What follows belongs to an exercise in optimizing a design on an open flow for small area; a production flow would make more cautious choices.
The RTL was checked by simulation tests, not by an equivalence proof against the original design.
Power figures rest on the tool's default switching activity, not on a simulated workload.

### run.sh
#!/bin/bash
# synth_recipe.tcl (not shown) runs the flow's synth.tcl, then flattens the netlist and writes it again
# the make line also repeats each setting of config.mk as NAME=value (left out here)
make -C /OpenROAD-flow-scripts/flow DESIGN_CONFIG=/design/flow/config.mk WORK_HOME=/design/flow/orfs CLKGATE_MAP_FILE= SYNTH_SCRIPT=/design/flow/synth_recipe.tcl finish
### config.mk
export PLATFORM = sky130hd
export DESIGN_NAME = blinkingLeds
export DESIGN_NICKNAME = blinkingLeds
export VERILOG_FILES = /design/flow/design.v
export SDC_FILE = /design/flow/constraint.sdc
export NUM_CORES = 4
export LEC_CHECK = 0
export CAP_MARGIN = 20
export CORE_MARGIN = 2
export CORE_UTILIZATION = 70
export CTS_BUF_LIST = sky130_fd_sc_hd__clkbuf_8
export PLACE_DENSITY = 0.8
export SLEW_MARGIN = 20
### constraint.sdc
create_clock -name core_clock -period 10.0 [get_ports {clk}]
set_input_delay 2.0000 -clock core_clock [delete_from_list [all_inputs] [get_ports {clk}]]
set_output_delay 2.0000 -clock core_clock [all_outputs]
set_load 0.01 [all_outputs]
### design.v
`timescale 1ns / 1ps
module t_ff(
    input  logic clk, reset,
    input  logic t,
    output logic q
    );
    always_ff@(posedge clk, posedge reset)
    begin
        if(reset)
            q <= 1'b0;
        else if(t)
            q <= ~q;
    end
endmodule
`timescale 1ns / 1ps
module timerMs_input
    #(parameter bits = 16)(
    input logic clk, reset,
    input logic phase_zero, phase_wrap,
    input logic [bits - 1:0] finalValue,
    output logic done
    );
    localparam logic [25:0] INV = 26'h0c26139;  
    logic [25:0] w_reg, w_next, toggle;
    logic [26:0] carry;   
    assign done = phase_zero && (w_reg == {{(26-bits){1'b0}}, finalValue});
    always_comb
    begin
        carry[0] = 1'b0;
        for (int k = 0; k < 26; k++)
        begin
            if (INV[k])
            begin
                toggle[k]  = (phase_wrap & ~carry[k]) | (done & w_reg[k] & (k < bits));
                carry[k+1] = carry[k] | (phase_wrap & w_reg[k]);
            end
            else
            begin
                toggle[k]  = carry[k] | (done & w_reg[k] & (k < bits));
                carry[k+1] = carry[k] & w_reg[k];
            end
            w_next[k] = w_reg[k] ^ toggle[k];
        end
    end
    always_ff@(posedge clk, posedge reset)
    begin
        if(reset)
            w_reg <= 0;
        else
            w_reg <= w_next;
    end
endmodule
`timescale 1ns / 1ps
module singleLedBlink
    #(parameter bits = 16)(
    input logic clk, reset,
    input logic phase_zero, phase_wrap,
    input logic [bits - 1:0] finalValue,
    output logic led
    );
    logic timerOut;
    timerMs_input #(.bits(bits)) timer (
        .clk(clk),
        .reset(reset),
        .phase_zero(phase_zero),
        .phase_wrap(phase_wrap),
        .finalValue(finalValue),
        .done(timerOut)
    );
    t_ff TFF (
        .clk(clk),
        .reset(reset),
        .t(timerOut),
        .q(led)
    );
endmodule
`timescale 1ns / 1ps
module blinkingLeds
    #(parameter W = 4)(  
    input logic clk, reset,
    input  logic cs,
    input  logic read,
    input  logic write,
    input  logic [4:0] addr,
    input  logic [31:0] wr_data,
    output logic [31:0] rd_data,
    output logic [W-1:0] LED
    );
    logic [15:0] led_reg [3:0];
    logic wr_en;
    logic [5:0] phase;
    logic phase_low_zero, phase_zero, phase_wrap;
    assign phase_low_zero = (phase[4:0] == 5'd0);
    always_ff@(posedge clk, posedge reset)
    begin
        if(reset)
            phase <= 0;
        else
            phase <= {phase[4:0], phase[5] ^ phase[4] ^ phase_low_zero};
    end
    assign phase_zero = phase_low_zero & ~phase[5];
    assign phase_wrap = phase_low_zero & phase[5];
    generate
        genvar i;
        for(i=0; i<4; i=i+1)
        begin: blinkingCircuit
            singleLedBlink #(.bits(16)) blink (
                .clk(clk),
                .reset(reset),
                .phase_zero(phase_zero),
                .phase_wrap(phase_wrap),
                .finalValue(led_reg[i]),
                .led(LED[i])
            );
        end
    endgenerate
    always_ff@(posedge clk, posedge reset)
    begin
        if(reset)
        begin
            led_reg[0] <= 0;
            led_reg[1] <= 0;
            led_reg[2] <= 0;
            led_reg[3] <= 0;
        end
        else
        begin
            if(wr_en)
            begin
                if(addr[1:0] == 2'b00)
                    led_reg[0] <= wr_data[15:0];
                if(addr[1:0] == 2'b01)
                    led_reg[1] <= wr_data[15:0];
                if(addr[1:0] == 2'b10)
                    led_reg[2] <= wr_data[15:0];
                if(addr[1:0] == 2'b11)
                    led_reg[3] <= wr_data[15:0];
            end
        end
    end
    assign wr_en = write && cs && (addr <= 3);
    assign rd_data = 0;
endmodule
==> flow_summary.toml <==
[logic_synthesis]
ys_types = 51
yosysTopAreaCellShare_pct = 52.0
synth_top_cell_by_area = "dfrtp_1"
synth_edf_count = 0
synth_area_leaders = "dfrtp_1 52%, mux2_2 8.3%, xor2_1 7.4%"
syn_area_sq_mm = 0.00857
ys.flop_type = "dfrtp_1"
synth-async-reset-ratio_pct = 100
avgSynthCellArea_sq_um = 11.6
yosys_warnings = 5
syn_inst = 736
yosysSeqAreaShare_pct = 52.0
yosys_register_bits = 178

[clock_network]
clk_path_buf_depth = 2
path_clk_slew_ns = 0.08
root_buffer = "clkbuf_8"
htree_num_levels = 4
cts_tree = "yes"
cts.sink_count = 178
clkLatencyLatePin_ns = 0.48
cts_setup_buffers = 0
cts_buffers = 17
cts_resized = 0
cts_hold_buf = 0

[route]
post_drt_wl_per_cell_um = 18.9
dr_total_vias = 5718
first_iter_violations = 411
vias_per_cell = 6.19
routed_wl_mm = 17.5
drc = 0
antenna_left = 0
first_pass_iters = 4

[global_route]
antenna_found_initial = 0
track_usage_pct = 29.1
grt_max_degree = 98
grt_pass1_wl_mm = 28.8
gr-total-overflow = 0
grt_pass1_vias = 5752

[layout]
fin_util_pct = 77.5
areaGrowthSynthToFinish_pct = 8.16
instances_no_fill = 924
final_area_sq_mm = 0.00927
regArea_sq_mm = 0.00445
final_nets = 831
antenna_cells = 0
fillers = 730
drive_gt1_share_pct = 14.7
multi_input_area_sq_mm = 0.00385
largest_reg_flops = 104

[place]
dp_hpwl_mm = 12.0
numPortBuffers = 28
post_dp_cell_area_sq_mm = 0.00884
dp_slack_ns = 5.53
place_congestion = 0.802
dp.cells = 893

[power_and_ir_drop]
power.switching_mw = 0.344
combPwrFrac_pct = 8.9
total_power_mw = 1.43
cellInternalPower_mw = 1.09
p_leak_nw = 4.76
switching_share_pct = 24.0
ir_drop_mv = 0.127
clockPowerShare_pct = 36.5
pwr_density_cell_mw_per_mm2 = 154
power_frac_seq_pct = 54.6

[sta]
setup-violations-final = 0
relSlewSlack_pct = 42.6
fin_crit_ns = 3.69
rsz0062_at_grt = "false"
period_share_pct = 36.9
setup_tns_ns = 0
worst_hold_slack_ns = 0.431
worst_slew_pin_slew_ns = 0.859
finalMaxSlewViolations = 0
fin_skew_ns = 0.00962
fmax_mhz = 271
setup_ws_ns = 6.31
report.final.hold_viol_count = 0

[die]
die_area_sq_mm = 0.0131
initial_core_util_pct = 71.6
die_w_um = 115
rows = 40
fp.coreArea_sq_mm = 0.0120
ioPinCount = 78
die_h_um = 115

[setup_path]
path_class = "primary input to register"
crit_fanout = 16
worstPathRequired_ns = 10.37
critPathLaunchType = "primary input"
cp_data_arrival_time_ns = 4.06
cp-end-kind = "register"

[status]
status = "finished clean"

[min_path]
worst_hold_path_type = "register to register"

[run]
max_cap_violations = 0
final cells by class:
class | instances | share of cell area [%]
multi-input combinational | 527 | 41.6
tap | 147 | 1.98
inverter | 7 | 0.338
clock buffer | 18 | 2.67
sequential | 178 | 48.1
clock inverter | 13 | 1.81
timing repair buffer | 34 | 3.55
power groups by stage:
| stage | clock (mW) | sequential (mW) | combinational, mW |
|---|---|---|---|
| 3_5_place_dp | 0 | 0.795 | 0.125 |
| 4_1_cts | 0.528 | 0.781 | 0.127 |
| 3_3_place_gp | 0 | 0.793 | 0.121 |
| 2_1_floorplan | 0 | 0.787 | 0.103 |
| 6_report | 0.522 | 0.781 | 0.127 |
| 5_1_grt | 0.553 | 0.785 | 0.141 |
metal layers:
| metal | track usage (%) | wire (um) |
|---|---|---|
| met1 | 37.5 | 7430 |
| met2 | 49.1 | 9000 |
| met3 | 5.56 | 716 |
| met4 | 10.9 | 335 |
| met5 | 0 | 0 |
worst max-delay path, stage by stage:
cell	delay, ns
clkdlybuf4s50_1	0.43
or4_1	0.61
nor3_4	0.59
mux2_2	0.42
kinds of logic (layout without fill, tap and decap cells):
kind of cell,count (synthesis),count (layout),share of synthesized area [%]
flops,178,178,52.0
buf+inv,62,72,4.53
mux,84,84,10.7
compound gates,130,130,8.86
other cells,1,32,0.0438
xor+xnor,82,82,8.38
fa+ha+maj,24,24,3.50
simple gates,175,175,12.0
cell usage after synthesis, types with 2 or more instances:
| library cell | instances |
|---|---|
| dfrtp_1 | 178 |
| o21ai_0 | 85 |
| xor2_1 | 72 |
| mux2_2 | 63 |
| buf_4 | 38 |
| nand2_1 | 30 |
| ha_1 | 24 |
| nor2_1 | 22 |
| mux2i_1 | 21 |
| or4_1 | 19 |
| or3_1 | 17 |
| nor3_1 | 16 |
| nor4_1 | 16 |
| nand3_1 | 13 |
| clkbuf_1 | 12 |
| xnor2_1 | 10 |
| o211ai_1 | 9 |
| nand4_1 | 8 |
| o21bai_1 | 8 |
| inv_1 | 7 |
| nor3b_1 | 7 |
| a21oi_1 | 6 |
| o31ai_1 | 6 |
| a21o_1 | 5 |
| and2_1 | 4 |
| and3_1 | 4 |
| buf_2 | 4 |
| nand3b_1 | 3 |
| nor2_4 | 3 |
| a211oi_1 | 2 |
| a221oi_1 | 2 |
| or2_2 | 2 |
| or4b_2 | 2 |
layout by cell type, fill, tap and decap left out, types with 3 or more instances in the layout:
cell type / instances
a21o_1: 5
a21oi_1: 6
and2_1: 4
and3_1: 4
buf_4: 5
bufinv_16: 4
clkbuf_8: 18
clkdlybuf4s50_1: 28
clkinv_2: 4
conb_1: 32
dfrtp_1: 178
ha_1: 24
inv_1: 9
mux2_2: 63
mux2i_1: 21
nand2_1: 30
nand3_1: 13
nand3b_1: 3
nand4_1: 8
nor2_1: 22
nor2_4: 3
nor3_1: 16
nor3b_1: 6
nor4_1: 16
o211ai_1: 9
o21ai_0: 85
o21bai_1: 8
o31ai_1: 6
or3_1: 17
or4_1: 19
xnor2_1: 10
xor2_1: 72
worst paths after layout:
path | cells after the start | slack (ns) | to | start
worst max register to register | 13 | 6.48 | blinkingCircuit[2].blink.timer.w_reg[25] | blinkingCircuit[2].blink.timer.w_reg[1]
worst min-delay path | 0 | 0.43 | phase[3] | phase[2]
min in group asynchronous | 2 | 2.05 | blinkingCircuit[2].blink.timer.w_reg[20] | reset
worst max-delay path | 4 | 6.31 | led_reg[0][8] | addr[2]
max in group asynchronous | 3 | 6.69 | blinkingCircuit[3].blink.timer.w_reg[8] | reset
worst min register to register | 0 | 0.43 | phase[3] | phase[2]

==> what the ideal ports hide <==
How much do the figures lean on ideal ports? The routed layout below was timed once more, with nothing changed but the port constraints. Step 1 sets driving cells, clkbuf_16 on the clock port and buf_2 on the other inputs (assumed; they add their load-dependent delay and slew). Step 2 moves the port delays by t, midway between the first and last clock arrival at a register: inputs arrive t later, outputs are due t later. That takes back most of the time a late clock gives input paths. Three values: ideal, step 1, step 2; two values: the first two.
t (ns): 0.515
setup slack, ns: 6.309 / 6.309 / 5.794
hold WS [ns]: 0.431 / 0.431 / 0.431
worst setup path after step 2: input to register
clock arrival spread, ns: 0.010 / 0.010
After both steps setup and hold are still met in this run. For this run, drivers alone change the setup slack by 0.000 ns; drivers and shift together by -0.515 ns.
